Context: an optimization exercise on an open-source flow, tuned for small area and a short achievable clock period. The choices shown serve that exercise and are no tape-out recipe.
In this exercise RTL edits were held to simulation tests only and were not proved equivalent to the original.

==> run B <==
## qrs_top
module qrs_top (
    input         clk,
    input         rst,
    input         enable,
    input  [31:0] ecg_in,
    input  [15:0] Tn,
    input  [15:0] Vt1,
    input  [15:0] Vt2,
    input  [15:0] Vt3,
    input  [15:0] Vt4,
    output [15:0] D1,
    output [15:0] D2,
    output [15:0] D3,
    output [15:0] D4,
    output        Select,
    output [31:0] MPavg,
    output        FinalOut
);
==> flow/config.mk <==
export PLATFORM = sky130hd
export DESIGN_NAME = qrs_top
export DESIGN_NICKNAME = qrs_top
export VERILOG_FILES = /design/flow/design.v
export SDC_FILE = /design/flow/constraint.sdc
export NUM_CORES = 4
export LEC_CHECK = 0
export CAP_MARGIN = 20
export CORE_MARGIN = 2
export CORE_UTILIZATION = 40
export SLEW_MARGIN = 20
==> flow/constraint.sdc <==
create_clock -name core_clock -period 36.0 [get_ports {clk}]
set_input_delay 7.2000 -clock core_clock [delete_from_list [all_inputs] [get_ports {clk}]]
set_output_delay 7.2000 -clock core_clock [all_outputs]
set_load 0.01 [all_outputs]
standard.sh (not shown) runs the stock make flow with config.mk's settings and CLKGATE_MAP_FILE= SYNTH_SCRIPT=/design/flow/synth_recipe.tcl, a recipe that flattens the netlist after the stock synthesis.
==> flow/flow/run.sh <==
#!/bin/bash
# The standard layout, with plain buffers (instead of the flow's default
# choice) on the input and output ports, and timing repair asked to leave
# more setup slack than the clock period needs.
set -euo pipefail
export BUFFER_PORTS_ARGS="-buffer_cell sky130_fd_sc_hd__buf_2"
export SETUP_SLACK_MARGIN=18
bash standard.sh > standard.log 2>&1
==> run A: changes against run B <==
==> flow/flow/run.sh (replaced) <==
#!/bin/bash
# The standard layout, with plain buffers (instead of the flow's default
# choice) on the input and output ports, and timing repair asked to leave
# more setup slack than the clock period needs.
set -euo pipefail
export BUFFER_PORTS_ARGS="-buffer_cell sky130_fd_sc_hd__buf_1"
export SETUP_SLACK_MARGIN=16
bash standard.sh > standard.log 2>&1
Settings changed: CORE_UTILIZATION 40 to 60.
==> flow_metrics.env <==
export IMPL_status="no timing/DRC/antenna violations"
export IMPL_antenna_cells=1
export IMPL_cts_setup_buffers=18
export IMPL_grtUsageMet2=0.4640
export IMPL_vias=26740
The numbers above come from run A.

==> flow_metrics.env <==
export IMPL_cts_setup_buffers=43
export IMPL_antenna_cells=0
export IMPL_grtUsageMet2=0.3411
export IMPL_vias=26960
export IMPL_status="no timing/DRC/antenna violations"
The numbers above come from run B.


========
==> run a: inputs <==
Starting RTL as in the previous note.
==> flow/config.mk <==
export PLATFORM = sky130hd
export DESIGN_NAME = qrs_top
export DESIGN_NICKNAME = qrs_top
export VERILOG_FILES = /design/flow/design.v
export SDC_FILE = /design/flow/constraint.sdc
export NUM_CORES = 4
export LEC_CHECK = 0
export CAP_MARGIN = 20
export CORE_MARGIN = 2
export CORE_UTILIZATION = 40
export SLEW_MARGIN = 20
==> flow/constraint.sdc <==
create_clock -name core_clock -period 36.0 [get_ports {clk}]
set_input_delay 7.2000 -clock core_clock [delete_from_list [all_inputs] [get_ports {clk}]]
set_output_delay 7.2000 -clock core_clock [all_outputs]
set_load 0.01 [all_outputs]
==> flow/flow/run.sh <==
#!/bin/bash
# The standard layout, with plain buffers (instead of the flow's default
# choice) on the input and output ports.
set -euo pipefail
export BUFFER_PORTS_ARGS="-buffer_cell sky130_fd_sc_hd__buf_2"
bash standard.sh > standard.log 2>&1
==> run b (differences from run a) <==
==> flow/flow/run.sh (replaced) <==
#!/bin/bash
# The standard layout, with plain buffers (instead of the flow's default
# choice) on the input and output ports, and timing repair asked to leave
# more setup slack than the clock period needs.
set -euo pipefail
export BUFFER_PORTS_ARGS="-buffer_cell sky130_fd_sc_hd__buf_1"
export SETUP_SLACK_MARGIN=15
bash standard.sh > standard.log 2>&1
--- a/flow/config.mk
+++ b/flow/config.mk
@@ -7,5 +7,5 @@
 export LEC_CHECK = 0
 export CAP_MARGIN = 20
 export CORE_MARGIN = 2
-export CORE_UTILIZATION = 40
+export CORE_UTILIZATION = 60
 export SLEW_MARGIN = 20
==> run c (differences from run a) <==
==> flow/flow/run.sh (replaced) <==
#!/bin/bash
# The standard layout, with plain buffers (instead of the flow's default
# choice) on the input and output ports, and timing repair asked to leave
# more setup slack than the clock period needs.
set -euo pipefail
export BUFFER_PORTS_ARGS="-buffer_cell sky130_fd_sc_hd__buf_1"
export SETUP_SLACK_MARGIN=15
bash standard.sh > standard.log 2>&1
--- a/flow/config.mk
+++ b/flow/config.mk
@@ -7,5 +7,6 @@
 export LEC_CHECK = 0
 export CAP_MARGIN = 20
 export CORE_MARGIN = 2
-export CORE_UTILIZATION = 40
+export CORE_UTILIZATION = 70
+export CTS_BUF_LIST = sky130_fd_sc_hd__clkbuf_4 sky130_fd_sc_hd__clkbuf_8
 export SLEW_MARGIN = 20
==> comparison table <==
| metric | run a | run b | run c |
|---|---|---|---|
| Outcome | no timing/DRC/antenna violations | no timing/DRC/antenna violations | no timing/DRC/antenna violations |
| Number of CTS-inserted buffers | 28 | 28 | 42 |
| Cell Count Post-Placement | 5,316 | 4,904 | 4,750 |
| Post-Route Skew | 0.0388 ns | 0.0486 ns | 0.0514 ns |
| Buffers outside the clock class | 198 | 208 | 206 |
| Final standard cell utilization of the core | 43.8% | 65.3% | 76.1% |
| Worst Hold Slack | 0.369 ns | 0.371 ns | 0.366 ns |
| Routing usage on met3 | 2.76% | 5.04% | 5.42% |
| Final worst slack | 14.90 ns | 15.24 ns | 15.29 ns |
| Drt total wl | 86,600 um | 84,000 um | 82,100 um |
| Count of clock buffers in the final design | 41 | 38 | 57 |
| Iteration-0 DRC count of the detailed router | 1,123 | 1,327 | 1,448 |
| Largest stage delay on the critical path | 0.61 ns | 0.57 ns | 0.57 ns |
| Root Buffer | clkbuf_16 | clkbuf_16 | clkbuf_8 |
| Flip-flop and latch area | 0.00563 sq mm | 0.00563 sq mm | 0.00563 sq mm |
| Standard-cell rows | 112 | 91 | 84 |
| Clock network contribution to total cell area | 2.41% | 2.39% | 2.48% |
| Met2 wire length | 42,200 um | 40,600 um | 40,000 um |
| Number of nets in the final layout | 5,220 | 5,230 | 5,242 |

========
==> inputs of build 27 <==
Starting RTL as in the previous note.
// qrs_top
module qrs_top (
    input         clk,
    input         rst,
    input         enable,
    input  [31:0] ecg_in,
    input  [15:0] Tn,
    input  [15:0] Vt1,
    input  [15:0] Vt2,
    input  [15:0] Vt3,
    input  [15:0] Vt4,
    output [15:0] D1,
    output [15:0] D2,
    output [15:0] D3,
    output [15:0] D4,
    output        Select,
    output [31:0] MPavg,
    output        FinalOut
);
Settings: LEC_CHECK=0, CAP_MARGIN=20, CORE_MARGIN=2, CORE_UTILIZATION=40, SLEW_MARGIN=20; clock period 36.0 ns.
==> flow/flow/run.sh <==
#!/bin/bash
# The standard layout, with plain buffers (instead of the flow's default
# choice) on the input and output ports, and timing repair asked to leave
# more setup slack than the clock period needs.
set -euo pipefail
export BUFFER_PORTS_ARGS="-buffer_cell sky130_fd_sc_hd__buf_2"
export SETUP_SLACK_MARGIN=16
bash standard.sh > standard.log 2>&1
==> trial 71 (differences from build 27) <==
--- a/flow/flow/run.sh
+++ b/flow/flow/run.sh
@@ -5,4 +5,4 @@
 set -euo pipefail
-export BUFFER_PORTS_ARGS="-buffer_cell sky130_fd_sc_hd__buf_2"
-export SETUP_SLACK_MARGIN=16
+export BUFFER_PORTS_ARGS="-buffer_cell sky130_fd_sc_hd__buf_1"
+export SETUP_SLACK_MARGIN=15
 bash standard.sh > standard.log 2>&1
--- a/flow/config.mk
+++ b/flow/config.mk
@@ -7,5 +7,7 @@
 export LEC_CHECK = 0
+export ABC_AREA = 1
 export CAP_MARGIN = 20
 export CORE_MARGIN = 2
-export CORE_UTILIZATION = 40
+export CORE_UTILIZATION = 70
+export CTS_BUF_LIST = sky130_fd_sc_hd__clkbuf_4 sky130_fd_sc_hd__clkbuf_8
 export SLEW_MARGIN = 20
==> build 84 (differences from build 27) <==
==> flow/run.sh (new file) <==
#!/bin/bash
# synth_recipe.tcl (not shown) runs the flow's synth.tcl, then flattens the netlist and writes it again
# the make line also repeats each setting of config.mk as NAME=value (left out here)
make -C /OpenROAD-flow-scripts/flow DESIGN_CONFIG=/design/flow/config.mk WORK_HOME=/design/flow/orfs CLKGATE_MAP_FILE= SYNTH_SCRIPT=/design/flow/synth_recipe.tcl finish
removed: flow/flow/run.sh
removed: flow/standard.sh
==> summary of the runs <==
Worst hold slack, lowest first: build 84, build 27, trial 71.
Count of clock-buffer cells in the layout: trial 71 > build 27 > build 84.
Final area: trial 71 < build 27 < build 84.
Against build 27, the synthesized cell count of trial 71 is larger by about 23%.
Against trial 71, the cell count of build 27 is lower by 7.3%.
Clock skew: build 27 < build 84 < trial 71.
Critical path depth: build 84 < build 27 < trial 71.
In synthesized area, build 84 and build 27 do not differ.
Of trial 71 and build 84, trial 71 has the higher global-route usage (gap 15 points).
==> figures <==
metric	build 27	trial 71	build 84
Portion of netlist area occupied by mux cells	0.0367	0.000288	0.0367
Number of buffers other than clock buffers in the final layout	221	209	201
Post-route core utilization	0.447	0.754	0.449
Number of clock buffers in the layout	41	61	37
Most common cell type on the critical path	sky130_fd_sc_hd__a21oi_1	sky130_fd_sc_hd__nand2_1	-
Transition time of the tightest slew-check pin	1.21 ns	1.01 ns	0.991 ns
Combined area of all synthesized cells	0.0375 mm^2	0.0391 mm^2	0.0375 mm^2
Status	complete, no violations	complete, no violations	complete, no violations
Cell Count Post-Placement	5316	5732	5319
Worst Skew	0.0376 ns	0.0575 ns	0.0414 ns
Number of global-route vias before repair	27200	31800	27300
Fraction of area in clock buffers and inverters	0.0236	0.0223	0.0257
WL met3	4.10 mm	5.90 mm	3.39 mm
Routed met1 length	38.6 mm	39.7 mm	39.0 mm
Effective utilization at floorplan	0.403	0.708	0.403
Worst path max stage delay	0.56 ns	0.58 ns	0.64 ns
Met3 track demand over resource	0.0276	0.0598	0.0195
Buffers inserted by post-CTS timing repair	13	0	0
Non-clk invs	771	1068	771
Reg-to-reg slack, setup	16.75 ns	16.07 ns	15.79 ns
Number of nets in the layout	5243	6165	5225
Wire length of the first global-routing pass	142 mm	154 mm	143 mm

static timing again, ports no longer ideal:
No port has a modelled driver above. Below, the same layouts with a new extraction and two added sets of constraints.
Step 1 (the two cells are an assumption about what drives the block):
set clk [get_ports {clk}]
set_driving_cell -lib_cell sky130_fd_sc_hd__clkbuf_16 $clk
set_driving_cell -lib_cell sky130_fd_sc_hd__buf_2 [delete_from_list [all_inputs] $clk]
Step 2 also shifts input and output timing later by t, the mid clock arrival at the registers, as if the neighbouring blocks saw the same clock.
a / b / c = no drivers / after step 1 / after step 2; a / b = the first two.
run	t (ns)	setup slack, ns	slew at the worst register clock pin (ns)	worst slew at a driven data input, ns
run B of note 1	0.662	15.542 / 15.505 / 15.505	0.07 / 0.07	0.14
run A of note 1	0.643	15.531 / 15.509 / 15.509	0.06 / 0.06	0.09
run a of note 2	0.641	14.903 / 14.883 / 14.883	0.06 / 0.06	0.05
run b of note 2	0.643	15.236 / 15.215 / 15.215	0.06 / 0.06	0.09
run c of note 2	0.675	15.292 / 15.271 / 15.271	0.07 / 0.07	0.09
build 27	0.641	15.626 / 15.602 / 15.602	0.06 / 0.06	0.05
trial 71	0.681	15.560 / 15.540 / 15.540	0.06 / 0.06	0.06
build 84	0.650	14.139 / 14.112 / 14.112	0.06 / 0.06	0.07
After both steps every run listed still meets setup and hold. For run B of note 1, which loses most, drivers alone change the setup slack by -0.037 ns; drivers and shift together by -0.037 ns.
